From an optimization exercise on the open Yosys and OpenROAD flow, aimed at small area and a short achievable clock period; shortcuts taken in it are not production practice. Only simulation tests tie the RTL to the original design; equivalence was not proved. Power figures rest on the tool's default switching activity, not on a simulated workload.

### flow/config.mk
export PLATFORM = sky130hd
export DESIGN_NAME = dcache_hit_path
export DESIGN_NICKNAME = dcache_hit_path
export VERILOG_FILES = /design/flow/design.v
export SDC_FILE = /design/flow/constraint.sdc
export NUM_CORES = 4
export LEC_CHECK = 0
export CAP_MARGIN = 20
export CORE_MARGIN = 2
export CORE_UTILIZATION = 30
export SETUP_SLACK_MARGIN = 0.2
export SLEW_MARGIN = 20
### flow/constraint.sdc
create_clock -name core_clock -period 6.5 [get_ports {clk}]
set_input_delay 1.3000 -clock core_clock [delete_from_list [all_inputs] [get_ports {clk}]]
set_output_delay 1.3000 -clock core_clock [all_outputs]
set_load 0.01 [all_outputs]
### flow/design.v
package cache_pkg;
  parameter ADDR_WIDTH      = 40;  
  parameter DATA_WIDTH      = 64;  
  parameter CACHE_SIZE      = 64;  
  parameter CACHE_WAY_N     = 4;
  parameter CACHE_WAY_IDX_W = $clog2(CACHE_WAY_N);
  parameter CACHE_BANK_N    = 8;
  parameter LINE_SIZE       = 512;   
  parameter CACHE_BANK_W    = 64;
  parameter CACHE_SET_N     = CACHE_SIZE*1024/(LINE_SIZE/8)/CACHE_WAY_N;
  parameter BYTE_OFFSET     = $clog2(DATA_WIDTH/8);   
  parameter BANK_OFFSET     = $clog2(CACHE_BANK_N);       
  parameter LINE_OFFSET     = $clog2(LINE_SIZE/8);   
  parameter LINE_ADDR_WIDTH = ADDR_WIDTH-LINE_OFFSET;    
  parameter CACHE_IDX_W     = $clog2(CACHE_SET_N);
  parameter CACHE_TAG_PA_W  = ADDR_WIDTH-LINE_OFFSET-CACHE_IDX_W;
  parameter BANK_LSB        = BYTE_OFFSET;
  parameter BANK_MSB        = BYTE_OFFSET+BANK_OFFSET-1;
  parameter IDX_LSB         = LINE_OFFSET;
  parameter IDX_MSB         = IDX_LSB+CACHE_IDX_W-1;
  parameter TAG_LSB         = IDX_MSB+1;
  parameter TAG_MSB         = ADDR_WIDTH-1;
  typedef struct packed {
    logic   dirty;
    logic   valid;
    logic[CACHE_TAG_PA_W-1:0] addr;
  } cache_tag_t;
  parameter CACHE_TAG_W = CACHE_TAG_PA_W+2;   
  parameter TAG_ECC_W   = 7;                  
  parameter BANK_ECC_W  = 8;                  
  localparam logic [511:0] COL = {
    8'h0e, 8'h1c, 8'h38, 8'h70, 8'he0, 8'hc1, 8'h83, 8'h07,
    8'h16, 8'h2c, 8'h58, 8'hb0, 8'h61, 8'hc2, 8'h85, 8'h0b,
    8'h26, 8'h4c, 8'h98, 8'h31, 8'h62, 8'hc4, 8'h89, 8'h13,
    8'h46, 8'h8c, 8'h19, 8'h32, 8'h64, 8'hc8, 8'h91, 8'h23,
    8'h86, 8'h0d, 8'h1a, 8'h34, 8'h68, 8'hd0, 8'ha1, 8'h4a,
    8'h94, 8'h29, 8'h52, 8'ha4, 8'h49, 8'h92, 8'h25, 8'h3e,
    8'hf8, 8'hc7, 8'hf1, 8'h7c, 8'h3d, 8'hf4, 8'he9, 8'ha7,
    8'h43, 8'hdc, 8'hb9, 8'he6, 8'h9b, 8'h6e, 8'hec, 8'h3b};
  localparam logic [255:0] CORRECTABLE =
    256'h01723b51589307d6238512fa8d377a7c38134536936c77ceed567a7a3ece6881;
  typedef enum logic[1:0] {BYTE, HALFWORD, WORD, DWORD} inst_size_t;
  function automatic logic[63:0] load_data_gen(logic[2:0]  addr_offset,
                                               logic       inst_signed,
                                               logic[1:0]  inst_size,
                                               logic[63:0] data_in);
    logic[63:0] data_gen;
    unique case(inst_size)
      2'd0: begin   
        unique case(addr_offset)
          3'h0: data_gen = {{56{data_in[7]  & inst_signed}}, data_in[7:0]};
          3'h1: data_gen = {{56{data_in[15] & inst_signed}}, data_in[15:8]};
          3'h2: data_gen = {{56{data_in[23] & inst_signed}}, data_in[23:16]};
          3'h3: data_gen = {{56{data_in[31] & inst_signed}}, data_in[31:24]};
          3'h4: data_gen = {{56{data_in[39] & inst_signed}}, data_in[39:32]};
          3'h5: data_gen = {{56{data_in[47] & inst_signed}}, data_in[47:40]};
          3'h6: data_gen = {{56{data_in[55] & inst_signed}}, data_in[55:48]};
          3'h7: data_gen = {{56{data_in[63] & inst_signed}}, data_in[63:56]};
          default: data_gen = 64'b0;
        endcase
      end
      2'd1: begin   
        unique case(addr_offset[2:1])
          2'h0: data_gen = {{48{data_in[15] & inst_signed}}, data_in[15:0]};
          2'h1: data_gen = {{48{data_in[31] & inst_signed}}, data_in[31:16]};
          2'h2: data_gen = {{48{data_in[47] & inst_signed}}, data_in[47:32]};
          2'h3: data_gen = {{48{data_in[63] & inst_signed}}, data_in[63:48]};
          default: data_gen = 64'b0;
        endcase
      end
      2'd2: begin   
        unique case(addr_offset[2])
          1'b0: data_gen = {{32{data_in[31] & inst_signed}}, data_in[31:0]};
          1'b1: data_gen = {{32{data_in[63] & inst_signed}}, data_in[63:32]};
          default: data_gen = 64'b0;
        endcase
      end
      2'd3: begin   
        data_gen = data_in;
      end
      default: data_gen = 64'b0;
    endcase
    load_data_gen = data_gen;
  endfunction
endpackage
module oh_logic_mux #(
  parameter NUM   = 0,
  parameter WIDTH = 0
)(
  input  logic[NUM-1:0]    oh_sel_i,
  input  logic[NUM-1:0][WIDTH-1:0] data_i,
  output logic[WIDTH-1:0]  data_o
);
  logic[WIDTH-1:0][NUM-1:0] matrix;
  generate
    for(genvar i=0; i<WIDTH; i++) begin: g_matrix_i
      for(genvar j=0; j<NUM; j++) begin: g_matrix_j
        assign matrix[i][j] = data_i[j][i];
      end
      assign data_o[i] = |(oh_sel_i & matrix[i]);
    end
  endgenerate
endmodule
module sec_ded_decoder_28(
  input  logic[27:0]  data_i,
  input  logic[6:0]   ecc_i,
  input  logic[25:0]  req_tag_i,
  output logic        match_o,       
  output logic        valid_o,       
  output logic        dirty_o,       
  output logic        single_error_o,
  output logic        double_error_o
);
  logic[5:0]  syndrome;
  logic       parity_bit;
  logic[33:0] error_mask;
  logic[33:0] data_i_plus_parity;
  logic[33:0] dout_plus_parity;
  logic[27:0] corrected;
  assign syndrome[0] = ecc_i[0]^data_i[0]^data_i[1]^data_i[3]^data_i[4]^data_i[6]^data_i[8]^data_i[10]^data_i[11]^data_i[13]^data_i[15]^data_i[17]^data_i[19]^data_i[21]^data_i[23]^data_i[25]^data_i[26];
  assign syndrome[1] = ecc_i[1]^data_i[0]^data_i[2]^data_i[3]^data_i[5]^data_i[6]^data_i[9]^data_i[10]^data_i[12]^data_i[13]^data_i[16]^data_i[17]^data_i[20]^data_i[21]^data_i[24]^data_i[25]^data_i[27];
  assign syndrome[2] = ecc_i[2]^data_i[1]^data_i[2]^data_i[3]^data_i[7]^data_i[8]^data_i[9]^data_i[10]^data_i[14]^data_i[15]^data_i[16]^data_i[17]^data_i[22]^data_i[23]^data_i[24]^data_i[25];
  assign syndrome[3] = ecc_i[3]^data_i[4]^data_i[5]^data_i[6]^data_i[7]^data_i[8]^data_i[9]^data_i[10]^data_i[18]^data_i[19]^data_i[20]^data_i[21]^data_i[22]^data_i[23]^data_i[24]^data_i[25];
  assign syndrome[4] = ecc_i[4]^data_i[11]^data_i[12]^data_i[13]^data_i[14]^data_i[15]^data_i[16]^data_i[17]^data_i[18]^data_i[19]^data_i[20]^data_i[21]^data_i[22]^data_i[23]^data_i[24]^data_i[25];
  assign syndrome[5] = ecc_i[5]^data_i[26]^data_i[27];
  assign parity_bit = (^data_i) ^ (^ecc_i);
  assign single_error_o = parity_bit;
  assign double_error_o = ~parity_bit & (syndrome != 0);
  generate
    for(genvar i=1; i<35; i++) begin: g_error_mask
      assign error_mask[i-1] = (syndrome == i);
    end
  endgenerate
  assign data_i_plus_parity = {data_i[27:26], ecc_i[5], data_i[25:11], ecc_i[4], data_i[10:4], ecc_i[3], data_i[3:1], ecc_i[2], data_i[0], ecc_i[1:0]};
  assign dout_plus_parity = parity_bit ? (error_mask ^ data_i_plus_parity) : data_i_plus_parity;
  assign corrected = {dout_plus_parity[33:32], dout_plus_parity[30:16], dout_plus_parity[14:8], dout_plus_parity[6:4], dout_plus_parity[2]};
  assign match_o = (corrected[25:0] == req_tag_i);
  assign valid_o = corrected[26];
  assign dirty_o = corrected[27];
endmodule
module sec_ded_daec_decoder_64(
  input  logic[63:0]  data_i,
  input  logic[7:0]   ecc_i,
  output logic[7:0]   syndrome_o,
  output logic        uncorrectable_error_o
);
  logic[7:0]  syndrome;
  assign syndrome[0] = ecc_i[0]^data_i[0]^data_i[3]^data_i[5]^data_i[7]^data_i[8]^data_i[9]^data_i[11]^data_i[13]^data_i[14]^data_i[17]^data_i[19]^data_i[22]^data_i[25]^data_i[30]^data_i[32]^data_i[33]^data_i[37]^data_i[40]^data_i[41]^data_i[44]^data_i[48]^data_i[49]^data_i[51]^data_i[56]^data_i[57]^data_i[58];
  assign syndrome[1] = ecc_i[1]^data_i[0]^data_i[2]^data_i[3]^data_i[4]^data_i[7]^data_i[8]^data_i[14]^data_i[16]^data_i[18]^data_i[21]^data_i[24]^data_i[29]^data_i[31]^data_i[32]^data_i[36]^data_i[39]^data_i[40]^data_i[43]^data_i[47]^data_i[48]^data_i[50]^data_i[55]^data_i[56]^data_i[57]^data_i[63];
  assign syndrome[2] = ecc_i[2]^data_i[1]^data_i[2]^data_i[4]^data_i[6]^data_i[8]^data_i[10]^data_i[11]^data_i[12]^data_i[14]^data_i[16]^data_i[17]^data_i[20]^data_i[23]^data_i[28]^data_i[30]^data_i[31]^data_i[35]^data_i[38]^data_i[39]^data_i[42]^data_i[46]^data_i[47]^data_i[49]^data_i[54]^data_i[55]^data_i[56]^data_i[62]^data_i[63];
  assign syndrome[3] = ecc_i[3]^data_i[0]^data_i[1]^data_i[2]^data_i[3]^data_i[5]^data_i[6]^data_i[9]^data_i[11]^data_i[12]^data_i[15]^data_i[16]^data_i[19]^data_i[22]^data_i[24]^data_i[27]^data_i[29]^data_i[30]^data_i[34]^data_i[37]^data_i[38]^data_i[41]^data_i[45]^data_i[46]^data_i[48]^data_i[53]^data_i[54]^data_i[61]^data_i[62]^data_i[63];
  assign syndrome[4] = ecc_i[4]^data_i[0]^data_i[3]^data_i[5]^data_i[6]^data_i[10]^data_i[11]^data_i[12]^data_i[13]^data_i[15]^data_i[16]^data_i[18]^data_i[21]^data_i[23]^data_i[26]^data_i[28]^data_i[29]^data_i[33]^data_i[36]^data_i[37]^data_i[40]^data_i[44]^data_i[45]^data_i[52]^data_i[53]^data_i[55]^data_i[60]^data_i[61]^data_i[62];
  assign syndrome[5] = ecc_i[5]^data_i[0]^data_i[1]^data_i[2]^data_i[4]^data_i[5]^data_i[8]^data_i[9]^data_i[10]^data_i[11]^data_i[12]^data_i[13]^data_i[15]^data_i[16]^data_i[17]^data_i[20]^data_i[22]^data_i[25]^data_i[27]^data_i[28]^data_i[32]^data_i[35]^data_i[36]^data_i[43]^data_i[44]^data_i[47]^data_i[51]^data_i[52]^data_i[54]^data_i[59]^data_i[60]^data_i[61];
  assign syndrome[6] = ecc_i[6]^data_i[1]^data_i[2]^data_i[4]^data_i[6]^data_i[7]^data_i[9]^data_i[10]^data_i[12]^data_i[13]^data_i[14]^data_i[15]^data_i[19]^data_i[21]^data_i[24]^data_i[26]^data_i[27]^data_i[34]^data_i[35]^data_i[39]^data_i[42]^data_i[43]^data_i[46]^data_i[50]^data_i[51]^data_i[53]^data_i[58]^data_i[59]^data_i[60];
  assign syndrome[7] = ecc_i[7]^data_i[1]^data_i[3]^data_i[4]^data_i[5]^data_i[6]^data_i[8]^data_i[9]^data_i[10]^data_i[13]^data_i[14]^data_i[15]^data_i[18]^data_i[20]^data_i[23]^data_i[25]^data_i[26]^data_i[31]^data_i[33]^data_i[34]^data_i[38]^data_i[41]^data_i[42]^data_i[45]^data_i[49]^data_i[50]^data_i[52]^data_i[57]^data_i[58]^data_i[59];
  assign syndrome_o = syndrome;
  assign uncorrectable_error_o = ~cache_pkg::CORRECTABLE[syndrome];
endmodule
module daec_correct_64(
  input  logic[63:0]  data_i,
  input  logic[7:0]   syndrome_i,
  output logic[63:0]  corrected_data_o
);
  logic[63:0] error_mask;
  generate
    for(genvar k=0; k<64; k++) begin: g_mask
      if (k == 0) begin: g_lo
        assign error_mask[k] = (syndrome_i == cache_pkg::COL[(k)*8 +: 8]) |
                               (syndrome_i == (cache_pkg::COL[(k)*8 +: 8] ^ cache_pkg::COL[(k+1)*8 +: 8]));
      end else if (k == 63) begin: g_hi
        assign error_mask[k] = (syndrome_i == cache_pkg::COL[(k)*8 +: 8]) |
                               (syndrome_i == (cache_pkg::COL[(k-1)*8 +: 8] ^ cache_pkg::COL[(k)*8 +: 8]));
      end else begin: g_mid
        assign error_mask[k] = (syndrome_i == cache_pkg::COL[(k)*8 +: 8]) |
                               (syndrome_i == (cache_pkg::COL[(k)*8 +: 8] ^ cache_pkg::COL[(k+1)*8 +: 8])) |
                               (syndrome_i == (cache_pkg::COL[(k-1)*8 +: 8] ^ cache_pkg::COL[(k)*8 +: 8]));
      end
    end
  endgenerate
  assign corrected_data_o = data_i ^ error_mask;
endmodule
import cache_pkg::*;
module dcache_hit_path(
    input  logic                              clk,
    input  logic [CACHE_TAG_PA_W-1:0]         req_tag_i,       
    input  logic [BYTE_OFFSET-1:0]            req_offset_i,    
    input  logic [1:0]                        req_size_i,      
    input  logic                              req_signed_i,
    input  logic [CACHE_WAY_N*CACHE_TAG_W-1:0]  tag_i,
    input  logic [CACHE_WAY_N*TAG_ECC_W-1:0]    tag_ecc_i,
    input  logic [CACHE_WAY_N*CACHE_BANK_W-1:0] data_i,
    input  logic [CACHE_WAY_N*BANK_ECC_W-1:0]   data_ecc_i,
    output logic                              hit_o,
    output logic [CACHE_WAY_N-1:0]            hit_way_o,
    output logic [CACHE_WAY_N-1:0]            way_valid_o,
    output logic [CACHE_WAY_N-1:0]            way_dirty_o,
    output logic [CACHE_TAG_W-1:0]            hit_tag_o,
    output logic [CACHE_WAY_N-1:0]            tag_single_err_o,
    output logic [CACHE_WAY_N-1:0]            tag_double_err_o,
    output logic [CACHE_WAY_N-1:0]            data_uncorr_err_o,
    output logic [DATA_WIDTH-1:0]             load_data_o
);
  logic [CACHE_WAY_N-1:0][CACHE_BANK_W-1:0] data_rd;
  logic [CACHE_WAY_N-1:0][BANK_ECC_W-1:0]   data_syndrome;
  logic [CACHE_WAY_N-1:0]  tag_match;
  logic [CACHE_WAY_N-1:0]  cache_line_valid;
  logic [CACHE_WAY_N-1:0]  cache_line_dirty;
  logic [CACHE_WAY_N-1:0]  tag_single_error;
  logic [CACHE_WAY_N-1:0]  tag_double_error;
  logic [CACHE_WAY_N-1:0]  data_uncorrectable_error;
  logic [CACHE_WAY_N-1:0]  cache_hit_way_tc0;
  logic [CACHE_BANK_W-1:0] hit_data_raw;
  logic [BANK_ECC_W-1:0]   hit_data_syndrome;
  logic [CACHE_BANK_W-1:0] cache_hit_data;
  logic [DATA_WIDTH-1:0]   load_data;
  logic [CACHE_WAY_N-1:0]    cache_hit_way_r;
  logic [CACHE_WAY_N-1:0]    cache_line_valid_r;
  logic [CACHE_WAY_N-1:0]    cache_line_dirty_r;
  logic [CACHE_WAY_N-1:0]    tag_single_error_r;
  logic [CACHE_WAY_N-1:0]    tag_double_error_r;
  logic [CACHE_WAY_N-1:0]    data_uncorrectable_error_r;
  logic [CACHE_TAG_PA_W-1:0] req_tag_r;
  logic [DATA_WIDTH-1:0]     load_data_r;
  assign data_rd = data_i;
  generate
    for(genvar i=0; i<CACHE_WAY_N; i++) begin: g_way
      sec_ded_decoder_28 u_tag_ecc_decoder(
        .data_i         (tag_i[i*CACHE_TAG_W +: CACHE_TAG_W]),
        .ecc_i          (tag_ecc_i[i*TAG_ECC_W +: TAG_ECC_W]),
        .req_tag_i      (req_tag_i),
        .match_o        (tag_match[i]),
        .valid_o        (cache_line_valid[i]),
        .dirty_o        (cache_line_dirty[i]),
        .single_error_o (tag_single_error[i]),
        .double_error_o (tag_double_error[i])
      );
      sec_ded_daec_decoder_64 u_data_ecc_decoder(
        .data_i                (data_rd[i]),
        .ecc_i                 (data_ecc_i[i*BANK_ECC_W +: BANK_ECC_W]),
        .syndrome_o            (data_syndrome[i]),
        .uncorrectable_error_o (data_uncorrectable_error[i])
      );
    end
  endgenerate
  assign cache_hit_way_tc0 = tag_match & cache_line_valid;
  oh_logic_mux #(
    .NUM(CACHE_WAY_N),
    .WIDTH(CACHE_BANK_W)
  ) data_oh_logic_mux(
    .oh_sel_i(cache_hit_way_tc0),
    .data_i(data_rd),
    .data_o(hit_data_raw)
  );
  oh_logic_mux #(
    .NUM(CACHE_WAY_N),
    .WIDTH(BANK_ECC_W)
  ) syndrome_oh_logic_mux(
    .oh_sel_i(cache_hit_way_tc0),
    .data_i(data_syndrome),
    .data_o(hit_data_syndrome)
  );
  daec_correct_64 u_data_correct(
    .data_i           (hit_data_raw),
    .syndrome_i       (hit_data_syndrome),
    .corrected_data_o (cache_hit_data)
  );
  assign load_data = cache_pkg::load_data_gen(req_offset_i,
                                              req_signed_i,
                                              req_size_i,
                                              cache_hit_data);
  always_ff @(posedge clk) begin
    cache_hit_way_r            <= cache_hit_way_tc0;
    cache_line_valid_r         <= cache_line_valid;
    cache_line_dirty_r         <= cache_line_dirty;
    tag_single_error_r         <= tag_single_error;
    tag_double_error_r         <= tag_double_error;
    data_uncorrectable_error_r <= data_uncorrectable_error;
    req_tag_r                  <= req_tag_i;
    load_data_r                <= load_data;
  end
  assign hit_o             = |cache_hit_way_r;
  assign hit_way_o         = cache_hit_way_r;
  assign way_valid_o       = cache_line_valid_r;
  assign way_dirty_o       = cache_line_dirty_r;
  assign hit_tag_o         = {|(cache_hit_way_r & cache_line_dirty_r), hit_o,
                              req_tag_r & {CACHE_TAG_PA_W{hit_o}}};
  assign tag_single_err_o  = tag_single_error_r;
  assign tag_double_err_o  = tag_double_error_r;
  assign data_uncorr_err_o = data_uncorrectable_error_r;
  assign load_data_o       = load_data_r;
endmodule
### flow/run.sh
#!/bin/bash
# synth_recipe.tcl (not shown) runs the flow's synth.tcl, then flattens the netlist and writes it again
# the make line also repeats each setting of config.mk as NAME=value (left out here)
make -C /OpenROAD-flow-scripts/flow DESIGN_CONFIG=/design/flow/config.mk WORK_HOME=/design/flow/orfs CLKGATE_MAP_FILE= SYNTH_SCRIPT=/design/flow/synth_recipe.tcl finish
==> results of run 1 <==
## state kept, by name, indices dropped and copies added (netlist names)
name,cells
cache_line_dirty_r,4
tag_double_error_r,4
cache_hit_way_r,4
req_tag_r,26
tag_single_error_r,4
cache_line_valid_r,4
data_uncorrectable_error_r,4
load_data_r,64
## logic make-up (layout without fill, tap and decap cells)
| family | after synthesis | count (layout) |
|---|---|---|
| flip-flops | 114 | 114 |
| AO/OA/AOI/OAI | 601 | 601 |
| buffers and inverters | 221 | 1632 |
| AND/OR/NAND/NOR | 855 | 856 |
| XOR/XNOR | 1013 | 1013 |
| multiplexers | 74 | 74 |
| adder cells (fa/ha/maj) | 28 | 28 |
| other | 0 | 10 |
## per-layer routing
| layer | up-vias | share of wire | global-route usage |
|---|---|---|---|
| met5 | - | 0 | 0 |
| met3 | 431 | 0.078 | 0.04531 |
| met2 | 1722 | 0.47 | 0.5664 |
| met1 | 14140 | 0.38 | 0.3982 |
| li1 | 13290 | - | - |
| met4 | 0 | 0.070 | 0.1893 |
## power groups by stage
stage	Combinational [mW]	Clock [mW]	Sequential, mW
finish	12.9	1.03	0.813
global route	13.8	1.06	0.816
CTS	11.9	1.03	0.812
detailed placement	11.6	0	0.828
global placement	11.5	0	0.827
floorplan	7.04	0	0.846
## per-stage QoR
stage	setup WS, ns	power [mW]	utilization	cell area, um^2	hold slack [ns]
global placement	-1.287	12.35	0.4702	35770	1.917
finish	-0.5894	14.79	0.5331	40550	1.186
detailed placement	-1.246	12.38	0.4702	35770	1.938
global route	-0.8053	15.70	0.5329	40540	1.196
floorplan	-0.3079	7.882	-	23400	1.328
CTS	-0.4366	13.77	0.5007	38090	1.253
## cell usage after synthesis, types with 54 or more instances
| cell | number |
|---|---|
| a21oi_1 | 79 |
| xnor2_1 | 719 |
| dfxtp_1 | 114 |
| o21ai_0 | 101 |
| xnor3_1 | 60 |
| nor3_1 | 97 |
| a222oi_1 | 105 |
| xor2_1 | 221 |
| nand3_1 | 54 |
| nand2_1 | 301 |
| nor2_1 | 165 |
| clkbuf_1 | 112 |
## worst paths after layout
check	start	end	slack (ns)	cells after the start
worst max-delay path	tag_i[100]	load_data_r[49]	-0.59	25
worst min-delay path	tag_i[111]	cache_line_dirty_r[3]	1.19	3
## layout make-up
class | instances | area, um^2 | share of cell area
Multi-Input combinational cell | 2572 | 22390 | 0.5521
Inverter | 54 | 202.7 | 0.004998
Tap cell | 1030 | 1289 | 0.03178
Clock buffer | 17 | 425.4 | 0.01049
Antenna cell | 10 | 25.02 | 0.0006171
Timing Repair Buffer | 1546 | 13770 | 0.3397
Sequential cell | 114 | 2282 | 0.05628
Clock inverter | 15 | 163.9 | 0.004042
## what timing repair did
action                     CTS  global route
setup buffers               76            97
setup endpoints to repair   64            64
pin swaps                  111           198
gates resized for setup    251           362
cloned                      12             4
==> flow_metrics.py, run 1 <==
metrics = {
    "route": {
        "detailedRoute.firstPassIterationCount": 9,
        "detail_route.vias_per_cell": 5.521,
        "detail_route.wl_per_cell_um": 25.84,
        "drc_errors": 0,
        "detailedRoute.firstIterationViolations": 3631,
        "vias": 29580,
        "route.antenna.remaining_nets": 0,
        "wirelength_um": 138500,
    },
    "global_route": {
        "number_of_global_route_vias_before_repair": 28510,
        "grt_max_degree": 36,
        "grt_first_pass_wirelength_um": 192200,
        "grt_usage": 0.3316,
        "grt_antenna_before_repair": 6,
        "grt_remaining_overflow": 0,
    },
    "sta": {
        "final_min_period_over_clock_period": 1.091,
        "worst_slew_margin_rel": 0.2853,
        "final_hold_viol_count": 0,
        "finalSetupViolations": 64,
        "unrepaired_setup_endpoints_after_global_routing": "yes",
        "number_of_slew_limit_violations_in_the_final_report": 0,
        "timing_worst_slew_pin_value_ns": 1.070,
        "tns_ns": -31.45,
        "timing.fmax_ghz": 0.1411,
        "layout_min_cycle_time_ns": 7.089,
        "setup_ws_ns": -0.5894,
    },
    "power": {
        "power_density_nw_per_um2": 364.6,
        "power_frac_comb": 0.875,
        "p_int_mw": 7.223,
        "power.switching_mw": 7.562,
        "p_leak_nw": 17.12,
        "irDropWorstVdd_uv": 340.4,
        "power.share.switching": 0.5115,
        "pwr-share-clk": 0.070,
        "fraction_of_power_consumed_by_sequential_logic": 0.055,
    },
    "yosys": {
        "synth_adder_area_share": 0.01519,
        "synth_compound_area_frac": 0.1992,
        "synth_largest_area_cell": "xnor2_1",
        "cells_taking_the_most_area_after_synthesis": "xnor2_1 (27%), dfxtp_1 (9.9%), xor2_1 (8.4%), xnor3_1 (5.9%), nand2_1 (4.9%)",
        "synth_nets": 3395,
        "synthSimpleGateAreaFrac": 0.1811,
        "synth.mux.area_fraction": 0.03722,
        "postSynth.topFlopCell": "dfxtp_1",
        "synthXorXnorAreaFrac": 0.4281,
        "yosys_warnings": 1,
        "syn_std_cell_area_um2": 23060,
        "synth.lib_cells_used.distinct": 104,
        "ys_async_sr_fraction": 0,
        "synth_enable_flop_cells": 0,
        "post-synth-top-area-fraction": 0.2731,
        "sequential_element_share_of_the_synthesized_area": 0.09896,
        "synth-seq-cells": 114,
        "combinational_family_with_the_most_area_after_synthesis": "XOR/XNOR gates",
        "synth_area_per_cell_um2": 7.936,
        "netlist_instances": 2906,
    },
    "final_layout": {
        "nFillCells": 7023,
        "layout_common_cells": "buf_4 (880), xnor2_1 (645), clkdlybuf4s50_1 (478)",
        "syn2layout_area_growth_pct": 75.86,
        "final_nets": 4794,
        "layoutNonFillerInstCount": 5358,
        "layout_commonest_cell": "buf_4",
        "drive_above_1_share": 0.3321,
    },
    "placement": {
        "finalWeightedCongestion": 1.064,
        "dp_hpwl_um": 112300,
        "numPlacedInstances": 5127,
        "port-buffer-count": 577,
    },
    "floorplan": {
        "num_rows": 101,
        "core_area_um2": 76080,
        "initial_utilization": 0.3031,
        "fp.dieArea_um2": 79100,
        "dieWidth_um": 281.3,
        "chipHeight_um": 281.3,
        "num_io_pins": 578,
    },
    "worst_setup_path": {
        "cell_type_group_with_the_largest_total_delay_on_the_critical_path": "simple AND/OR/NAND/NOR gates",
        "crit_path_max_fanout": 7,
        "timing.critical_path.slowest_stage_cell": "or4b_4",
        "worst_ep_required_time_ns": 6.82,
        "endpoint_kind": "flip-flop",
        "timing.critical_path.slowest_cell_delay_ns": 0.61,
        "worst_ep_arrival_time_ns": 7.41,
        "buffers_inverters_on_critical_path": 7,
        "cpMostUsedCell": "buf_4",
        "worstSetupPathType": "in2reg",
        "critPathLaunchType": "input pin",
    },
    "status": {
        "result_of_the_run": "failed layout checks",
        "failed_checks": "setup timing",
    },
    "clocking": {
        "cts_hold_buffers": 0,
        "total_clock_sinks": 114,
        "ctsLongestPathBuffers": 2,
        "clk_pin_slew_ns": 0.08,
        "clock_tree_from_tritoncts": "built",
        "cts_max_level": 4,
        "clk_root_buffer_cell": "clkbuf_16",
        "numCtsBuffers": 17,
    },
    "min_path": {
        "timing.hold.worst.class": "in2reg",
    },
    "flow_run": {
        "drv.max_cap_violation_count": 0,
    },
}
==> run 2: changes to the inputs <==
--- a/flow/design.v
+++ b/flow/design.v
@@ -103,2 +103,13 @@
 endmodule
+module tag_req_syndrome(
+  input  logic[25:0]  req_tag_i,
+  output logic[5:0]   syndrome_o
+);
+  assign syndrome_o[0] = req_tag_i[0]^req_tag_i[1]^req_tag_i[3]^req_tag_i[4]^req_tag_i[6]^req_tag_i[8]^req_tag_i[10]^req_tag_i[11]^req_tag_i[13]^req_tag_i[15]^req_tag_i[17]^req_tag_i[19]^req_tag_i[21]^req_tag_i[23]^req_tag_i[25];
+  assign syndrome_o[1] = req_tag_i[0]^req_tag_i[2]^req_tag_i[3]^req_tag_i[5]^req_tag_i[6]^req_tag_i[9]^req_tag_i[10]^req_tag_i[12]^req_tag_i[13]^req_tag_i[16]^req_tag_i[17]^req_tag_i[20]^req_tag_i[21]^req_tag_i[24]^req_tag_i[25];
+  assign syndrome_o[2] = req_tag_i[1]^req_tag_i[2]^req_tag_i[3]^req_tag_i[7]^req_tag_i[8]^req_tag_i[9]^req_tag_i[10]^req_tag_i[14]^req_tag_i[15]^req_tag_i[16]^req_tag_i[17]^req_tag_i[22]^req_tag_i[23]^req_tag_i[24]^req_tag_i[25];
+  assign syndrome_o[3] = req_tag_i[4]^req_tag_i[5]^req_tag_i[6]^req_tag_i[7]^req_tag_i[8]^req_tag_i[9]^req_tag_i[10]^req_tag_i[18]^req_tag_i[19]^req_tag_i[20]^req_tag_i[21]^req_tag_i[22]^req_tag_i[23]^req_tag_i[24]^req_tag_i[25];
+  assign syndrome_o[4] = req_tag_i[11]^req_tag_i[12]^req_tag_i[13]^req_tag_i[14]^req_tag_i[15]^req_tag_i[16]^req_tag_i[17]^req_tag_i[18]^req_tag_i[19]^req_tag_i[20]^req_tag_i[21]^req_tag_i[22]^req_tag_i[23]^req_tag_i[24]^req_tag_i[25];
+  assign syndrome_o[5] = 1'b0;
+endmodule
 module sec_ded_decoder_28(
@@ -107,5 +118,6 @@
   input  logic[25:0]  req_tag_i,
-  output logic        match_o,       
-  output logic        valid_o,       
-  output logic        dirty_o,       
+  input  logic[5:0]   req_syndrome_i,   
+  output logic        hit_o,           
+  output logic        valid_o,         
+  output logic        dirty_o,         
   output logic        single_error_o,
@@ -114,7 +126,10 @@
   logic[5:0]  syndrome;
+  logic[5:0]  sigma;
   logic       parity_bit;
-  logic[33:0] error_mask;
-  logic[33:0] data_i_plus_parity;
-  logic[33:0] dout_plus_parity;
-  logic[27:0] corrected;
+  logic[25:0] diff;
+  logic       diff_zero;
+  logic       diff_one;
+  logic       sigma_flips_addr;
+  logic       hit_parity_ok;
+  logic       hit_parity_fail;
   assign syndrome[0] = ecc_i[0]^data_i[0]^data_i[1]^data_i[3]^data_i[4]^data_i[6]^data_i[8]^data_i[10]^data_i[11]^data_i[13]^data_i[15]^data_i[17]^data_i[19]^data_i[21]^data_i[23]^data_i[25]^data_i[26];
@@ -128,13 +143,62 @@
   assign double_error_o = ~parity_bit & (syndrome != 0);
-  generate
-    for(genvar i=1; i<35; i++) begin: g_error_mask
-      assign error_mask[i-1] = (syndrome == i);
+  assign valid_o = data_i[26] ^ (parity_bit & (syndrome == 6'd33));
+  assign dirty_o = data_i[27] ^ (parity_bit & (syndrome == 6'd34));
+  assign sigma[0] = req_syndrome_i[0] ^ ecc_i[0] ^ data_i[26];
+  assign sigma[1] = req_syndrome_i[1] ^ ecc_i[1] ^ data_i[27];
+  assign sigma[2] = req_syndrome_i[2] ^ ecc_i[2];
+  assign sigma[3] = req_syndrome_i[3] ^ ecc_i[3];
+  assign sigma[4] = req_syndrome_i[4] ^ ecc_i[4];
+  assign sigma[5] = req_syndrome_i[5] ^ ecc_i[5] ^ data_i[26] ^ data_i[27];
+  assign sigma_flips_addr = (sigma[5] == 1'b0) & (sigma[4:0] != 5'd0) &
+                            (sigma[4:0] != 5'd1) & (sigma[4:0] != 5'd2) &
+                            (sigma[4:0] != 5'd4) & (sigma[4:0] != 5'd8) &
+                            (sigma[4:0] != 5'd16);
+  assign diff = data_i[25:0] ^ req_tag_i;
+  one_hot_26 u_one_hot(
+    .d_i    (diff),
+    .zero_o (diff_zero),
+    .one_o  (diff_one)
+  );
+  assign hit_parity_ok   = diff_zero & data_i[26];
+  assign hit_parity_fail = (diff_zero & ~sigma_flips_addr & (data_i[26] ^ (sigma == 6'd33))) |
+                           (diff_one & (sigma == 6'd0) & data_i[26]);
+  assign hit_o = parity_bit ? hit_parity_fail : hit_parity_ok;
+endmodule
+module one_hot_26(
+  input  logic[25:0]  d_i,
+  output logic        zero_o,
+  output logic        one_o
+);
+  logic[12:0] any2, two2;
+  logic[6:0]  any4, two4;
+  logic[3:0]  any8, two8;
+  logic[1:0]  any16, two16;
+  for (genvar i=0; i<13; i++) begin: g2
+    assign any2[i] = d_i[2*i] | d_i[2*i+1];
+    assign two2[i] = d_i[2*i] & d_i[2*i+1];
+  end
+  for (genvar i=0; i<7; i++) begin: g4
+    if (2*i+1 < 13) begin: g_pair
+      assign any4[i] = any2[2*i] | any2[2*i+1];
+      assign two4[i] = two2[2*i] | two2[2*i+1] | (any2[2*i] & any2[2*i+1]);
+    end else begin: g_single
+      assign any4[i] = any2[2*i];
+      assign two4[i] = two2[2*i];
     end
-  endgenerate
-  assign data_i_plus_parity = {data_i[27:26], ecc_i[5], data_i[25:11], ecc_i[4], data_i[10:4], ecc_i[3], data_i[3:1], ecc_i[2], data_i[0], ecc_i[1:0]};
-  assign dout_plus_parity = parity_bit ? (error_mask ^ data_i_plus_parity) : data_i_plus_parity;
-  assign corrected = {dout_plus_parity[33:32], dout_plus_parity[30:16], dout_plus_parity[14:8], dout_plus_parity[6:4], dout_plus_parity[2]};
-  assign match_o = (corrected[25:0] == req_tag_i);
-  assign valid_o = corrected[26];
-  assign dirty_o = corrected[27];
+  end
+  for (genvar i=0; i<4; i++) begin: g8
+    if (2*i+1 < 7) begin: g_pair
+      assign any8[i] = any4[2*i] | any4[2*i+1];
+      assign two8[i] = two4[2*i] | two4[2*i+1] | (any4[2*i] & any4[2*i+1]);
+    end else begin: g_single
+      assign any8[i] = any4[2*i];
+      assign two8[i] = two4[2*i];
+    end
+  end
+  for (genvar i=0; i<2; i++) begin: g16
+    assign any16[i] = any8[2*i] | any8[2*i+1];
+    assign two16[i] = two8[2*i] | two8[2*i+1] | (any8[2*i] & any8[2*i+1]);
+  end
+  assign zero_o = ~(any16[0] | any16[1]);
+  assign one_o  = (any16[0] ^ any16[1]) & ~two16[0] & ~two16[1];
 endmodule
@@ -204,3 +268,3 @@
   logic [CACHE_WAY_N-1:0][BANK_ECC_W-1:0]   data_syndrome;
-  logic [CACHE_WAY_N-1:0]  tag_match;
+  logic [5:0]              req_tag_syndrome;
   logic [CACHE_WAY_N-1:0]  cache_line_valid;
@@ -222,4 +286,12 @@
   logic [CACHE_TAG_PA_W-1:0] req_tag_r;
-  logic [DATA_WIDTH-1:0]     load_data_r;
+  logic [CACHE_BANK_W-1:0]   hit_data_raw_r;
+  logic [BANK_ECC_W-1:0]     hit_data_syndrome_r;
+  logic [BYTE_OFFSET-1:0]    req_offset_r;
+  logic [1:0]                req_size_r;
+  logic                      req_signed_r;
   assign data_rd = data_i;
+  tag_req_syndrome u_req_syndrome(
+    .req_tag_i  (req_tag_i),
+    .syndrome_o (req_tag_syndrome)
+  );
   generate
@@ -230,3 +302,4 @@
         .req_tag_i      (req_tag_i),
-        .match_o        (tag_match[i]),
+        .req_syndrome_i (req_tag_syndrome),
+        .hit_o          (cache_hit_way_tc0[i]),
         .valid_o        (cache_line_valid[i]),
@@ -244,3 +317,2 @@
   endgenerate
-  assign cache_hit_way_tc0 = tag_match & cache_line_valid;
   oh_logic_mux #(
@@ -261,11 +333,2 @@
   );
-  daec_correct_64 u_data_correct(
-    .data_i           (hit_data_raw),
-    .syndrome_i       (hit_data_syndrome),
-    .corrected_data_o (cache_hit_data)
-  );
-  assign load_data = cache_pkg::load_data_gen(req_offset_i,
-                                              req_signed_i,
-                                              req_size_i,
-                                              cache_hit_data);
   always_ff @(posedge clk) begin
@@ -278,4 +341,17 @@
     req_tag_r                  <= req_tag_i;
-    load_data_r                <= load_data;
+    hit_data_raw_r             <= hit_data_raw;
+    hit_data_syndrome_r        <= hit_data_syndrome;
+    req_offset_r               <= req_offset_i;
+    req_size_r                 <= req_size_i;
+    req_signed_r               <= req_signed_i;
   end
+  daec_correct_64 u_data_correct(
+    .data_i           (hit_data_raw_r),
+    .syndrome_i       (hit_data_syndrome_r),
+    .corrected_data_o (cache_hit_data)
+  );
+  assign load_data = cache_pkg::load_data_gen(req_offset_r,
+                                              req_signed_r,
+                                              req_size_r,
+                                              cache_hit_data);
   assign hit_o             = |cache_hit_way_r;
@@ -289,3 +365,3 @@
   assign data_uncorr_err_o = data_uncorrectable_error_r;
-  assign load_data_o       = load_data_r;
+  assign load_data_o       = load_data;
 endmodule
==> run 2 against run 1 <==
  * Now clean on timing, DRC and antenna
  * Setup slack better by 1.2 ns
  * First-iteration DRC count fell by 26%
  * Synthesized cell count fell by 6.8%
  * Synthesized area fell by 3.1%
  * Count of clock-buffer cells in the layout unchanged
  * Design area is 26% lower
  * Critical endpoint is now load_data_o[27]
  * Largest cell class unchanged
  * Largest power group unchanged
==> flow_metrics.py, run 2 <==
metrics = {
    "placement": {
        "dp_hpwl_um": 107800,
        "finalWeightedCongestion": 1.023,
        "port-buffer-count": 577,
    },
    "global_route": {
        "grt_antenna_before_repair": 25,
        "grt_usage": 0.3215,
        "grt_max_degree": 63,
        "number_of_global_route_vias_before_repair": 22930,
        "grt_remaining_overflow": 0,
        "grt_first_pass_wirelength_um": 175600,
    },
    "final_layout": {
        "nFillCells": 7632,
        "seq_area_um2": 2564,
        "drive_above_1_share": 0.07167,
        "layout_common_cells": "xnor2_1 (700), clkdlybuf4s50_1 (577), nand2_1 (214)",
        "layout_commonest_cell": "xnor2_1",
        "final_nets": 3691,
        "max_ffs_per_register": 64,
        "syn2layout_area_growth_pct": 33.61,
        "footprint_of_the_multi_input_gates_um2": 18900,
        "reg.largest.list": "hit_data_raw_r x64, req_tag_r x26, hit_data_syndrome_r x8",
        "largest_register_by_flop_count": "hit_data_raw_r",
    },
    "yosys": {
        "synth_area_per_cell_um2": 8.252,
        "sequential_element_share_of_the_synthesized_area": 0.1147,
        "ys_async_sr_fraction": 0,
        "cells_taking_the_most_area_after_synthesis": "xnor2_1 (27%), dfxtp_1 (11%), xnor3_1 (9.6%), xor2_1 (7.0%), nand2_1 (3.6%)",
        "yosysMostFrequentCell": "xnor2_1",
        "synth_nets": 3189,
        "postSynth.topFlopCell": "dfxtp_1",
        "post-synth-top-area-fraction": 0.2744,
        "ys_top_cells_by_count": "xnor2_1 (700), nand2_1 (214), nor2_1 (189)",
        "synth.lib_cells_used.distinct": 97,
        "yosys_warnings": 1,
        "netlist_instances": 2708,
        "synth_largest_area_cell": "xnor2_1",
        "synth-seq-cells": 128,
        "synth_enable_flop_cells": 0,
        "syn_std_cell_area_um2": 22350,
    },
    "min_path": {
        "timing.hold.worst.class": "in2reg",
    },
    "worst_setup_path": {
        "critPathLaunchType": "flip-flop",
        "endpoint_kind": "output pin",
        "worstSetupPathType": "reg2out",
        "worst_ep_arrival_time_ns": 4.63,
        "crit_path_max_fanout": 16,
        "worst_ep_required_time_ns": 5.20,
    },
    "sta": {
        "finalSetupViolations": 0,
        "final_hold_viol_count": 0,
        "finalHoldWorstSlack_ns": 1.266,
        "timing_worst_slew_pin_value_ns": 1.032,
        "final_min_period_over_clock_period": 0.9119,
        "timing.fmax_ghz": 0.1687,
        "number_of_slew_limit_violations_in_the_final_report": 0,
        "worst_slew_margin_rel": 0.3099,
        "unrepaired_setup_endpoints_after_global_routing": "no",
        "layout_min_cycle_time_ns": 5.928,
        "tns_ns": 0,
    },
    "clocking": {
        "clk_root_buffer_cell": "clkbuf_16",
        "clock_tree_from_tritoncts": "built",
        "cts_setup_buffers": 0,
        "total_clock_sinks": 128,
        "clk_pin_slew_ns": 0.07,
        "cts_max_level": 4,
        "cts_hold_buffers": 0,
        "numCtsBuffers": 17,
        "cts_resized": 0,
        "ctsLongestPathBuffers": 2,
    },
    "floorplan": {
        "initial_utilization": 0.3017,
        "fp.dieArea_um2": 76690,
        "num_rows": 100,
        "num_io_pins": 578,
        "chipHeight_um": 276.9,
        "core_area_um2": 74070,
        "dieWidth_um": 276.9,
    },
    "route": {
        "detailedRoute.firstPassIterationCount": 6,
        "vias": 23560,
        "detail_route.wl_per_cell_um": 30.27,
        "drc_errors": 0,
        "detailedRoute.firstIterationViolations": 2698,
        "detail_route.vias_per_cell": 5.613,
        "route.antenna.remaining_nets": 0,
        "wirelength_um": 127100,
    },
    "power": {
        "p_leak_nw": 10.99,
        "power_density_nw_per_um2": 412.1,
        "irDropWorstVdd_uv": 410.4,
    },
    "status": {
        "result_of_the_run": "no timing/DRC/antenna violations",
    },
    "flow_run": {
        "drv.max_cap_violation_count": 0,
    },
}
-- run 2: kinds of logic (layout without fill, tap and decap cells) --
family | after synthesis | count (layout) | share of synthesized area
AND/OR/NAND/NOR | 830 | 830 | 0.1798
buffers and inverters | 208 | 723 | 0.04183
AO/OA/AOI/OAI | 458 | 458 | 0.1568
XOR/XNOR | 997 | 997 | 0.4631
flip-flops | 128 | 128 | 0.1147
other | 0 | 6 | 0
adder cells (fa/ha/maj) | 25 | 25 | 0.01355
multiplexers | 62 | 62 | 0.03023
-- run 2: final cells by class --
cell class / count / share of cell area
Antenna cell: 6 / 0.0005029
Clock buffer: 17 / 0.01425
Clock inverter: 15 / 0.007208
Inverter: 46 / 0.005825
Multi-Input combinational cell: 2372 / 0.6331
Sequential cell: 128 / 0.08587
Tap cell: 969 / 0.04061
Timing Repair Buffer: 645 / 0.2126
-- run 2: final timing paths --
path	depth (start not counted)	endpoint	startpoint	slack (ns)
setup / recovery	11	load_data_o[27]	hit_data_syndrome_r[2]	0.57
hold / removal	1	req_offset_r[2]	req_offset_i[2]	1.27
-- run 2: layer usage --
metal / global-route usage / vias up / wire length (um)
li1: - / 10520 / -
met1: 0.3873 / 11180 / 48940
met2: 0.5251 / 1528 / 58000
met3: 0.08884 / 306 / 12480
met4: 0.1605 / 34 / 7408
met5: 0 / - / 230
-- run 2: through the flow --
stage	total power, mW	utilization	setup WS [ns]	area [um^2]	instances
global placement	11.04	0.3942	0.4895	29200	4160
finish	12.30	0.4031	0.5725	29860	4198
CTS	12.12	0.4029	0.5911	29840	4192
global route	13.08	0.4029	0.2499	29840	4193
floorplan	8.140	-	2.137	22350	2708
detailed placement	10.98	0.3942	0.5064	29200	4160
-- run 2: where the power goes --
part,internal [mW],switching (mW)
clock network,0.592,0.493
registers,0.932,0.139
logic,4.06,6.08
total,5.59,6.72
-- run 2: worst max-delay path: stages, from the launching register on --
cell and delay (ns):
dfxtp_1 0.67, or4b_2 0.86, nor2_1 0.17, nor3_1 0.09, xnor2_1 0.16, mux2_2 0.29
a21oi_1 0.17, o21ai_0 0.12, o2111ai_1 0.26, and2_0 0.67, nand2_1 0.15, clkdlybuf4s50_1 0.52
==> run 3: changes to the inputs <==
--- a/flow/config.mk
+++ b/flow/config.mk
@@ -9,4 +9,4 @@
 export CORE_MARGIN = 2
-export CORE_UTILIZATION = 30
-export SETUP_SLACK_MARGIN = 0.2
+export CORE_UTILIZATION = 50
+export SETUP_SLACK_MARGIN = 1.5
 export SLEW_MARGIN = 20
==> run 3 against run 2 <==
  * Die area fell by 39%
  * Design area rose by 1.3%
  * Clock power fell by 6%
  * Sequential cell count did not move
  * Critical path type is now in2reg
  * Via count rose by 9.0%
  * Setup slack improved by 0.86 ns
  * Still clean on timing, DRC and antenna
  * Combinational power rose by 4%
  * Largest power group unchanged
  * Count of clock-buffer cells in the layout rose by 2
  * Global-route usage rose by 15 points
  * Synthesized area did not move
  * First-iteration DRC count rose by 87%
==> flow_metrics.py, run 3 <==
metrics = {
    "worst_setup_path": {
        "worst_ep_required_time_ns": 6.78,
        "endpoint_kind": "flip-flop",
        "worstSetupPathType": "in2reg",
        "crit_path_max_fanout": 36,
        "worst_setup_path_startpoint": "req_tag_i[21]",
        "worst_ep_arrival_time_ns": 5.35,
        "critPathLaunchType": "input pin",
    },
    "yosys": {
        "synth_area_per_cell_um2": 8.252,
        "sequential_element_share_of_the_synthesized_area": 0.1147,
        "synth-seq-cells": 128,
        "ys_top_cells_by_count": "xnor2_1 (700), nand2_1 (214), nor2_1 (189)",
        "synth.lib_cells_used.distinct": 97,
        "synth_enable_flop_cells": 0,
        "yosys_warnings": 1,
        "yosysMostFrequentCell": "xnor2_1",
        "synth_largest_area_cell": "xnor2_1",
        "ys_async_sr_fraction": 0,
        "netlist_instances": 2708,
        "syn_std_cell_area_um2": 22350,
        "post-synth-top-area-fraction": 0.2744,
        "cells_taking_the_most_area_after_synthesis": "xnor2_1 (27%), dfxtp_1 (11%), xnor3_1 (9.6%), xor2_1 (7.0%), nand2_1 (3.6%)",
        "postSynth.topFlopCell": "dfxtp_1",
        "synth_nets": 3189,
    },
    "final_layout": {
        "max_ffs_per_register": 64,
        "finish.instance_area_um2": 30230,
        "final_nets": 3729,
        "layout_common_cells": "xnor2_1 (678), clkdlybuf4s50_1 (531), nand2_1 (207)",
        "drive_above_1_share": 0.1067,
        "largest_register_by_flop_count": "hit_data_raw_r",
        "reg.largest.list": "hit_data_raw_r x64, req_tag_r x26, hit_data_syndrome_r x8",
        "syn2layout_area_growth_pct": 35.29,
        "layoutNonFillerInstCount": 3879,
        "layout_commonest_cell": "xnor2_1",
    },
    "floorplan": {
        "chipHeight_um": 215.4,
        "dieWidth_um": 215.4,
        "fp.dieArea_um2": 46400,
        "num_io_pins": 578,
        "core_area_um2": 44120,
        "initial_utilization": 0.5064,
        "num_rows": 77,
    },
    "route": {
        "wirelength_um": 116000,
        "detailedRoute.firstPassIterationCount": 14,
        "detail_route.vias_per_cell": 6.618,
        "vias": 25670,
        "drc_errors": 0,
        "route.antenna.remaining_nets": 0,
        "detail_route.wl_per_cell_um": 29.90,
        "detailedRoute.firstIterationViolations": 5035,
    },
    "sta": {
        "final_hold_viol_count": 0,
        "timing_worst_slew_pin_value_ns": 1.085,
        "setup_ws_ns": 1.433,
        "worst_slew_margin_rel": 0.2766,
        "finalSetupViolations": 0,
        "finalHoldWorstSlack_ns": 1.152,
        "final_min_period_over_clock_period": 0.7795,
        "tns_ns": 0,
        "timing.fmax_ghz": 0.1974,
        "unrepaired_setup_endpoints_after_global_routing": "yes",
        "number_of_slew_limit_violations_in_the_final_report": 0,
        "layout_min_cycle_time_ns": 5.067,
    },
    "status": {
        "result_of_the_run": "no timing/DRC/antenna violations",
    },
    "power": {
        "p_leak_nw": 11.86,
        "irDropWorstVdd_uv": 445.7,
        "power_density_nw_per_um2": 417.0,
    },
    "clocking": {
        "clk_pin_slew_ns": 0.06,
        "numCtsBuffers": 17,
        "clock_tree_from_tritoncts": "built",
        "total_clock_sinks": 128,
        "cts_max_level": 4,
        "ctsLongestPathBuffers": 2,
        "clk_root_buffer_cell": "clkbuf_16",
    },
    "placement": {
        "numPlacedInstances": 3767,
        "port-buffer-count": 577,
        "finalWeightedCongestion": 1.142,
        "placedInstanceArea_um2": 28570,
        "placement.setup.worst_slack_ns": 0.5310,
        "dp_hpwl_um": 95070,
    },
    "global_route": {
        "number_of_global_route_vias_before_repair": 23770,
        "grt_antenna_before_repair": 27,
        "grt_first_pass_wirelength_um": 160100,
        "grt_remaining_overflow": 0,
        "grt_usage": 0.4720,
        "grt_max_degree": 73,
    },
    "min_path": {
        "min_from": "req_tag_i[18]",
        "timing.hold.worst.class": "in2reg",
    },
    "flow_run": {
        "drv.max_cap_violation_count": 0,
    },
}
run 3: cell count changes in the layout (fill, tap and decap cells not counted), moves of 6 or more:
cell | before | now
xnor2_2 | 6 | 28
diode_2 | 6 | 26
buf_4 | 63 | 90
dfxtp_4 | 0 | 7
xnor2_1 | 700 | 678
clkdlybuf4s50_1 | 577 | 531
dfxtp_1 | 127 | 119
nand2_2 | 1 | 7
dlymetal6s2s_1 | 0 | 33
nand2_1 | 214 | 207
clkbuf_2 | 0 | 7
run 3: cells by family (layout without fill, tap and decap cells):
logic type / count (synthesis) / in the layout / synth area share
xor+xnor: 997 / 997 / 0.4631
simple gates: 830 / 832 / 0.1798
compound gates: 458 / 459 / 0.1568
buf+inv: 208 / 758 / 0.04183
flops: 128 / 128 / 0.1147
mux: 62 / 62 / 0.03023
fa+ha+maj: 25 / 25 / 0.01355
other cells: 0 / 26 / 0
run 3: where the power goes:
part           switching (mW)  total [mW]  internal (mW)  leakage [nW]
Clock                   0.447        1.02          0.572         0.282
Combinational            6.32        10.5           4.18          10.5
Sequential              0.149        1.08          0.936          1.06
run 3: per-layer routing:
metal / GRT usage / share of wire / wire length, um / vias up
met2: 0.6910 / 0.41 / 47570 / 2540
met5: 0 / 0.00040 / 46 / -
li1: - / - / - / 10610
met4: 0.2779 / 0.076 / 8837 / 6
met1: 0.5865 / 0.35 / 40820 / 11880
met3: 0.1842 / 0.16 / 18690 / 639
run 3: final timing paths:
| path | slack, ns | end | depth (start not counted) |
|---|---|---|---|
| hold / removal | 1.15 | req_tag_r[18] | 1 |
| setup / recovery | 1.43 | hit_data_syndrome_r[5] | 12 |
run 3: layout make-up:
class                      instances  area (um^2)
multi-input combinational       2375        19350
tap                              592        740.7
inverter                          46        190.2
clock buffer                      19        432.9
timing repair buffer             679         6703
fill                            3588        13890
sequential                       128         2591
clock inverter                    13        155.1
timing repair inverter             1        5.005
antenna                           26        65.06
run 3: what timing repair did:
item                       in CTS  in global routing
setup endpoints to repair     134                141
setup buffers                  27                 22
hold buffers                    0                  0
gates cloned                    1                  4
hold endpoints to repair        0                  0
resized for setup              54                124
pin swaps                      11                 15
run 3: stage by stage:
step / utilization / power (mW)
5_1_grt: 0.6851 / 13.17
3_5_place_dp: 0.6475 / 10.84
6_report: 0.6851 / 12.61
3_3_place_gp: 0.6475 / 10.65
4_1_cts: 0.6691 / 11.96
2_1_floorplan: - / 8.140
run 3: critical path, stage by stage:
cell           delay [ns]
dlygate4sd2_1        0.58
xnor3_1              0.34
xnor3_1              0.36
xnor3_2              0.51
xnor2_1              0.21
nor3_2               0.32
nand3b_1             0.23
a221oi_2             0.39
a221oi_4             0.12
clkbuf_16            0.26
a22oi_2              0.42
o221ai_1             0.29
==> run 4: changes to the inputs <==
==> flow/flow/run.sh (new file) <==
#!/bin/bash
# The standard layout, with plain buffers on the ports instead of the
# delay-cell buffers that buffer_ports picks by default.
set -euo pipefail
bash standard.sh \
  "BUFFER_PORTS_ARGS=-buffer_cell sky130_fd_sc_hd__buf_1" \
  finish > standard_make.log 2>&1
==> flow/standard.sh (new file) <==
#!/bin/bash
# synth_recipe.tcl (not shown) runs the flow's synth.tcl, then flattens the netlist and writes it again
# the make line also repeats each setting of config.mk as NAME=value (left out here)
make -C /OpenROAD-flow-scripts/flow DESIGN_CONFIG=/design/flow/config.mk WORK_HOME=/design/flow/orfs CLKGATE_MAP_FILE= SYNTH_SCRIPT=/design/flow/synth_recipe.tcl "${@:-finish}"
removed: flow/run.sh
==> run 4 against run 3 <==
  * First-iteration DRC count is 13% lower
  * Count of clock-buffer cells in the layout is 1 lower
  * Critical path type unchanged
  * Design area is 14% lower
  * Largest cell class unchanged
  * Final cell count is 0.90% lower
  * Via count is 2.6% lower
  * Critical path depth is 2 lower
  * Setup slack better by 0.041 ns
  * Sequential cell count stayed put
  * Sequential share of layout area is 1.4 points higher
  * Combinational power is 4% lower
  * Fmax is 0.82% higher
==> flow_metrics.py, run 4 <==
metrics = {
    "clocking": {
        "clk_pin_slew_ns": 0.06,
        "cts_hold_buffers": 0,
        "cts_max_level": 4,
        "ctsLongestPathBuffers": 2,
        "total_clock_sinks": 128,
        "numCtsBuffers": 17,
        "clk_root_buffer_cell": "clkbuf_16",
        "clock_tree_from_tritoncts": "built",
    },
    "min_path": {
        "hold_end": "req_size_r[1]",
        "hold_path_depth": 1,
        "min_from": "req_size_i[1]",
        "timing.hold.worst.class": "in2reg",
    },
    "floorplan": {
        "chipHeight_um": 215.4,
        "initial_utilization": 0.5064,
        "num_io_pins": 578,
        "fp.dieArea_um2": 46400,
        "core_area_um2": 44120,
        "dieWidth_um": 215.4,
        "num_rows": 77,
    },
    "yosys": {
        "postSynth.topFlopCell": "dfxtp_1",
        "synth_enable_flop_cells": 0,
        "synth-seq-cells": 128,
        "synth_area_per_cell_um2": 8.252,
        "synth.lib_cells_used.distinct": 97,
        "yosysMostFrequentCell": "xnor2_1",
        "synth_nets": 3189,
        "synth.mux.area_fraction": 0.03024,
        "combinational_family_with_the_most_area_after_synthesis": "XOR/XNOR gates",
        "syn_std_cell_area_um2": 22350,
        "synth_largest_area_cell": "xnor2_1",
        "yosys_warnings": 1,
        "synthXorXnorAreaFrac": 0.4631,
        "ys_top_cells_by_count": "xnor2_1 (700), nand2_1 (214), nor2_1 (189)",
        "netlist_instances": 2708,
        "ys_async_sr_fraction": 0,
        "post-synth-top-area-fraction": 0.2744,
        "sequential_element_share_of_the_synthesized_area": 0.1147,
        "synth_adder_area_share": 0.01355,
        "cells_taking_the_most_area_after_synthesis": "xnor2_1 (27%), dfxtp_1 (11%), xnor3_1 (9.6%), xor2_1 (7.0%), nand2_1 (3.6%)",
        "synth_compound_area_frac": 0.1568,
        "synthSimpleGateAreaFrac": 0.1798,
    },
    "global_route": {
        "grt_max_degree": 63,
        "grt_remaining_overflow": 0,
        "number_of_global_route_vias_before_repair": 23340,
        "grt_antenna_before_repair": 28,
        "grt_first_pass_wirelength_um": 162000,
        "grt_usage": 0.4827,
    },
    "power": {
        "power.switching_mw": 7.023,
        "pwr-share-clk": 0.088,
        "power.share.switching": 0.5720,
        "irDropWorstVdd_uv": 340.8,
        "power_density_nw_per_um2": 473.7,
        "p_int_mw": 5.256,
        "p_leak_nw": 9.514,
        "power_frac_comb": 0.824,
        "fraction_of_power_consumed_by_sequential_logic": 0.088,
    },
    "final_layout": {
        "layoutNonFillerInstCount": 3844,
        "final_nets": 3694,
        "reg.largest.list": "hit_data_raw_r x64, req_tag_r x26, hit_data_syndrome_r x8",
        "finish.instance_area_um2": 25920,
        "layout_commonest_cell": "xnor2_1",
        "seq_area_um2": 2579,
        "largest_register_by_flop_count": "hit_data_raw_r",
        "footprint_of_the_multi_input_gates_um2": 18990,
        "nFillCells": 4150,
        "syn2layout_area_growth_pct": 15.99,
        "max_ffs_per_register": 64,
        "drive_above_1_share": 0.07781,
        "fin_util": 0.5874,
        "layout_common_cells": "xnor2_1 (697), buf_1 (577), nand2_1 (212)",
    },
    "flow_run": {
        "drv.max_cap_violation_count": 0,
    },
    "sta": {
        "timing.fmax_ghz": 0.1990,
        "final_min_period_over_clock_period": 0.7731,
        "final_hold_viol_count": 0,
        "finalSetupViolations": 0,
        "timing_worst_slew_pin_value_ns": 1.151,
        "unrepaired_setup_endpoints_after_global_routing": "yes",
        "worst_slew_margin_rel": 0.2289,
        "number_of_slew_limit_violations_in_the_final_report": 0,
        "tns_ns": 0,
        "layout_min_cycle_time_ns": 5.025,
    },
    "route": {
        "vias": 25010,
        "detail_route.vias_per_cell": 6.507,
        "detailedRoute.firstPassIterationCount": 9,
        "wirelength_um": 116400,
        "route.antenna.remaining_nets": 0,
        "detail_route.wl_per_cell_um": 30.29,
        "detailedRoute.firstIterationViolations": 4374,
        "drc_errors": 0,
    },
    "worst_setup_path": {
        "endpoint_kind": "flip-flop",
        "worst_ep_arrival_time_ns": 5.42,
        "worstSetupPathType": "in2reg",
        "crit_path_max_fanout": 16,
        "worst_setup_path_startpoint": "data_i[132]",
        "worst_ep_required_time_ns": 6.90,
        "critPathLaunchType": "input pin",
    },
    "placement": {
        "finalWeightedCongestion": 1.142,
        "numPlacedInstances": 3764,
        "port-buffer-count": 577,
        "placedInstanceArea_um2": 24930,
        "dp_hpwl_um": 97360,
    },
    "status": {
        "result_of_the_run": "no timing/DRC/antenna violations",
    },
}
run 4: cell types whose count changed in the layout (fill, tap and decap cells not counted), sizes merged:
cell	previous run	this run
buf	101	648
clkdlybuf4s50	531	0
dlymetal6s2s	33	0
clkbuf	27	18
dlygate4sd2	5	0
inv	46	50
clkinvlp	3	0
a21boi	4	3
and2	15	14
clkdlybuf4s15	1	0
clkinv	8	7
or4b	5	4
run 4: what timing repair did:
| action | 4_1_cts | 5_1_grt |
|---|---|---|
| setup endpoints to repair | 53 | 102 |
| setup buffers | 14 | 8 |
| resized for setup | 16 | 15 |
| pin swaps | 5 | 4 |
run 4: through the flow:
stage / power [mW] / setup WS, ns / hold slack [ns]
final: 12.28 / 1.475 / 0.9229
after global routing: 12.83 / 1.425 / 0.9253
after CTS: 11.77 / 1.515 / 0.9098
after detailed placement: 10.65 / 1.197 / 1.396
after global placement: 10.49 / 1.258 / 1.397
after floorplan: 8.140 / 2.137 / 1.328
run 4: logic make-up (layout without fill, tap and decap cells):
| kind of cell | after synthesis | count (layout) |
|---|---|---|
| AOI/OAI and AO/OA | 458 | 458 |
| xor gates and xnor gates | 997 | 997 |
| adders and majority gates | 25 | 25 |
| buffers and inverters | 208 | 726 |
| DFF | 128 | 128 |
| muxes | 62 | 62 |
| other | 0 | 26 |
| and+or+nand+nor | 830 | 830 |
run 4: worst max-delay path, cell delays in order:
cell,delay [ns]
buf_1,0.50
xnor3_1,0.55
xnor3_1,0.46
xor3_1,0.51
xnor2_2,0.91
nor3_1,0.12
o21a_1,0.22
o311ai_0,0.56
a211oi_1,0.10
a31oi_1,0.18
run 4: power by group through the flow:
stage	Combinational [mW]	Clock [mW]	Sequential (mW)
2_1_floorplan	7.12	0	1.02
3_3_place_gp	9.41	0	1.08
3_5_place_dp	9.57	0	1.08
4_1_cts	9.64	1.07	1.07
5_1_grt	10.7	1.09	1.08
6_report	10.1	1.08	1.09
run 4: how the worst max path moves through the flow:
stage | to | cells after the start | slack [ns]
floorplan | load_data_o[33] | 13 | 2.14
global placement | data_uncorrectable_error_r[2] | 13 | 1.26
detailed placement | data_uncorrectable_error_r[2] | 13 | 1.20
CTS | load_data_o[2] | 11 | 1.52
global route | load_data_o[6] | 11 | 1.43
finish | data_uncorrectable_error_r[2] | 10 | 1.47
run 4: layout make-up:
cell class | instances | area share
tap | 592 | 0.02858
antenna | 26 | 0.002510
clock buffer | 18 | 0.01656
timing repair buffer | 648 | 0.1060
clock inverter | 14 | 0.007483
inverter | 46 | 0.006710
multi-input combinational | 2372 | 0.7327
sequential | 128 | 0.09949
run 4: routing by layer:
layer  track usage  up-vias  routed length, um
li1              -    10530                  -
met1        0.6079    11730              42770
met2        0.7103     2252              47930
met3        0.1626      489              17340
met4        0.2915       16               8181
met5       0.02292        -                213
==> run 5: changes to the inputs <==
==> flow/flow/run.sh (replaced) <==
#!/bin/bash
# The standard layout, with plain buffers on the ports instead of the
# delay-cell buffers that buffer_ports picks by default, and a power-recovery
# pass that downsizes gates off the critical paths.
set -euo pipefail
bash standard.sh \
  "BUFFER_PORTS_ARGS=-buffer_cell sky130_fd_sc_hd__buf_1" \
  RECOVER_POWER=100 \
  finish > standard_make.log 2>&1
==> run 5 against run 4 <==
  * Now fails the layout checks on capacitance limit, slew limit
  * Clock power is essentially flat
  * Final cell count is essentially flat
  * Count of clock-buffer cells in the layout is the same
  * Largest power group unchanged
==> flow_metrics.py, run 5 <==
metrics = {
    "status": {
        "result_of_the_run": "failed layout checks",
        "failed_checks": "capacitance limit, slew limit",
    },
    "clocking": {
        "ctsLongestPathBuffers": 2,
        "total_clock_sinks": 128,
        "clk_pin_slew_ns": 0.06,
        "clock_tree_from_tritoncts": "built",
        "numCtsBuffers": 17,
        "cts_max_level": 4,
        "clk_root_buffer_cell": "clkbuf_16",
    },
    "worst_setup_path": {
        "worstSetupPathType": "in2reg",
        "timing.critical_path.slowest_cell_delay_ns": 0.85,
        "critPathLaunchType": "input pin",
        "endpoint_kind": "flip-flop",
        "crit_path_max_fanout": 62,
        "cell_type_group_with_the_largest_total_delay_on_the_critical_path": "XOR/XNOR gates",
        "worst_ep_arrival_time_ns": 6.07,
        "buffers_inverters_on_critical_path": 2,
        "worst_ep_required_time_ns": 6.90,
        "timing.critical_path.cells": "clkbuf_1 > xor2_1 > xnor3_1 > xnor3_1 > xor2_1 > xnor2_1 > and2_0 > a32oi_1 > o22ai_4 > clkbuf_2 > nand3_1 > nand3_1",
        "timing.critical_path.slowest_stage_cell": "clkbuf_2",
    },
    "route": {
        "detailedRoute.firstPassIterationCount": 12,
        "drc_errors": 0,
        "wirelength_um": 116200,
        "vias": 24910,
        "route.antenna.remaining_nets": 0,
        "detailedRoute.firstIterationViolations": 4244,
        "detail_route.vias_per_cell": 6.481,
        "detail_route.wl_per_cell_um": 30.25,
    },
    "yosys": {
        "ys_top_cells_by_count": "xnor2_1 (700), nand2_1 (214), nor2_1 (189)",
        "syn_std_cell_area_um2": 22350,
        "synth-seq-cells": 128,
        "yosysMostFrequentCell": "xnor2_1",
        "postSynth.topFlopCell": "dfxtp_1",
        "synth_nets": 3189,
        "cells_taking_the_most_area_after_synthesis": "xnor2_1 (27%), dfxtp_1 (11%), xnor3_1 (9.6%), xor2_1 (7.0%), nand2_1 (3.6%)",
        "synth_enable_flop_cells": 0,
        "post-synth-top-area-fraction": 0.2744,
        "synth_area_per_cell_um2": 8.252,
        "synth.lib_cells_used.distinct": 97,
        "ys_async_sr_fraction": 0,
        "netlist_instances": 2708,
        "sequential_element_share_of_the_synthesized_area": 0.1147,
        "yosys_warnings": 1,
        "synth_largest_area_cell": "xnor2_1",
    },
    "global_route": {
        "grt_max_degree": 63,
        "number_of_global_route_vias_before_repair": 23340,
        "grt_first_pass_wirelength_um": 162000,
        "grt_antenna_before_repair": 31,
        "grt_remaining_overflow": 0,
        "grt_usage": 0.4827,
    },
    "final_layout": {
        "layout_commonest_cell": "xnor2_1",
        "nFillCells": 4198,
        "seq_area_um2": 2577,
        "reg.largest.list": "hit_data_raw_r x64, req_tag_r x26, hit_data_syndrome_r x8",
        "layout_common_cells": "xnor2_1 (700), buf_1 (550), nand2_1 (212)",
        "footprint_of_the_multi_input_gates_um2": 18760,
        "final_nets": 3694,
        "drive_above_1_share": 0.06138,
        "finish.instance_area_um2": 25650,
        "fin_util": 0.5814,
        "syn2layout_area_growth_pct": 14.80,
        "max_ffs_per_register": 64,
        "largest_register_by_flop_count": "hit_data_raw_r",
    },
    "power": {
        "power_density_nw_per_um2": 475.3,
        "p_leak_nw": 9.427,
        "irDropWorstVdd_uv": 335.9,
    },
    "floorplan": {
        "chipHeight_um": 215.4,
        "dieWidth_um": 215.4,
        "num_io_pins": 578,
        "fp.dieArea_um2": 46400,
        "core_area_um2": 44120,
        "num_rows": 77,
        "initial_utilization": 0.5064,
    },
    "sta": {
        "finalSetupViolations": 0,
        "number_of_slew_limit_violations_in_the_final_report": 17,
        "worst_slew_margin_rel": -0.3054,
        "layout_min_cycle_time_ns": 5.676,
        "final_hold_viol_count": 0,
        "timing_worst_slew_pin_value_ns": 1.944,
        "finalHoldWorstSlack_ns": 0.9243,
        "timing.fmax_ghz": 0.1762,
        "unrepaired_setup_endpoints_after_global_routing": "yes",
        "tns_ns": 0,
        "final_min_period_over_clock_period": 0.8732,
    },
    "placement": {
        "finalWeightedCongestion": 1.142,
        "placedInstanceArea_um2": 24930,
        "port-buffer-count": 577,
        "dp_hpwl_um": 97360,
    },
    "flow_run": {
        "drv.max_cap_violation_count": 1,
    },
    "min_path": {
        "timing.hold.worst.class": "in2reg",
    },
}
run 5: cell families (layout without fill, tap and decap cells):
group | count (synthesis) | in the layout | share of synthesized area
and+or+nand+nor | 830 | 830 | 0.1798
adders and majority gates | 25 | 25 | 0.01355
AOI/OAI and AO/OA | 458 | 458 | 0.1568
buffers and inverters | 208 | 726 | 0.04183
DFF | 128 | 128 | 0.1147
muxes | 62 | 62 | 0.03023
other | 0 | 25 | 0
xor gates and xnor gates | 997 | 997 | 0.4631
run 5: layer usage:
layer,share of wire,up-vias,GRT usage
met5,0.0023,-,0.02292
met4,0.072,18,0.2915
met3,0.15,497,0.1626
met2,0.41,2208,0.7103
met1,0.37,11660,0.6079
li1,-,10520,-
run 5: cell type report:
cell class                 instances  share of cell area
multi-input combinational       2372              0.7312
tap                              592             0.02887
sequential                       128              0.1005
clock buffer                      18             0.01673
clock inverter                    14            0.007560
inverter                          46            0.006779
antenna                           25            0.002439
timing repair buffer             648              0.1060
run 5: per-stage QoR:
step                      cells  worst slack, ns  power (mW)
after floorplan            2708            2.137       8.140
after global placement     3764            1.258       10.49
after detailed placement   3764            1.197       10.65
after CTS                  3810            1.515       11.77
after global routing       3837           0.7690       12.77
final                      3843           0.8243       12.19
run 5: repair_timing:
action                                 4_1_cts  5_1_grt
setup buffers                               14        8
hold buffers                                 0        0
gates resized for setup                     16       15
pin swaps                                    5        4
setup endpoints to repair                   53      102
endpoints found under the hold margin        0        0
run 5: path summary, 6_finish.rpt:
check / depth (start not counted) / start / to / slack [ns]
setup / recovery: 12 / tag_i[26] / hit_data_raw_r[18] / 0.82
hold / removal: 1 / req_size_i[1] / req_size_r[1] / 0.92
run 5: power breakdown:
part | total, mW | internal [mW] | switching [mW] | leakage (nW)
Combinational | 10.0 | 3.68 | 6.36 | 8.06
Sequential | 1.08 | 0.935 | 0.150 | 1.06
Clock | 1.07 | 0.617 | 0.455 | 0.306
Total | 12.2 | 5.23 | 6.96 | 9.43

Check on run 5: ideal ports give 0.824 ns setup slack; a clkbuf_16 on the clock port and buf_2 on the inputs give 0.793 ns; moving port delays by the midpoint clock arrival (0.540 ns) as well gives 0.318 ns.
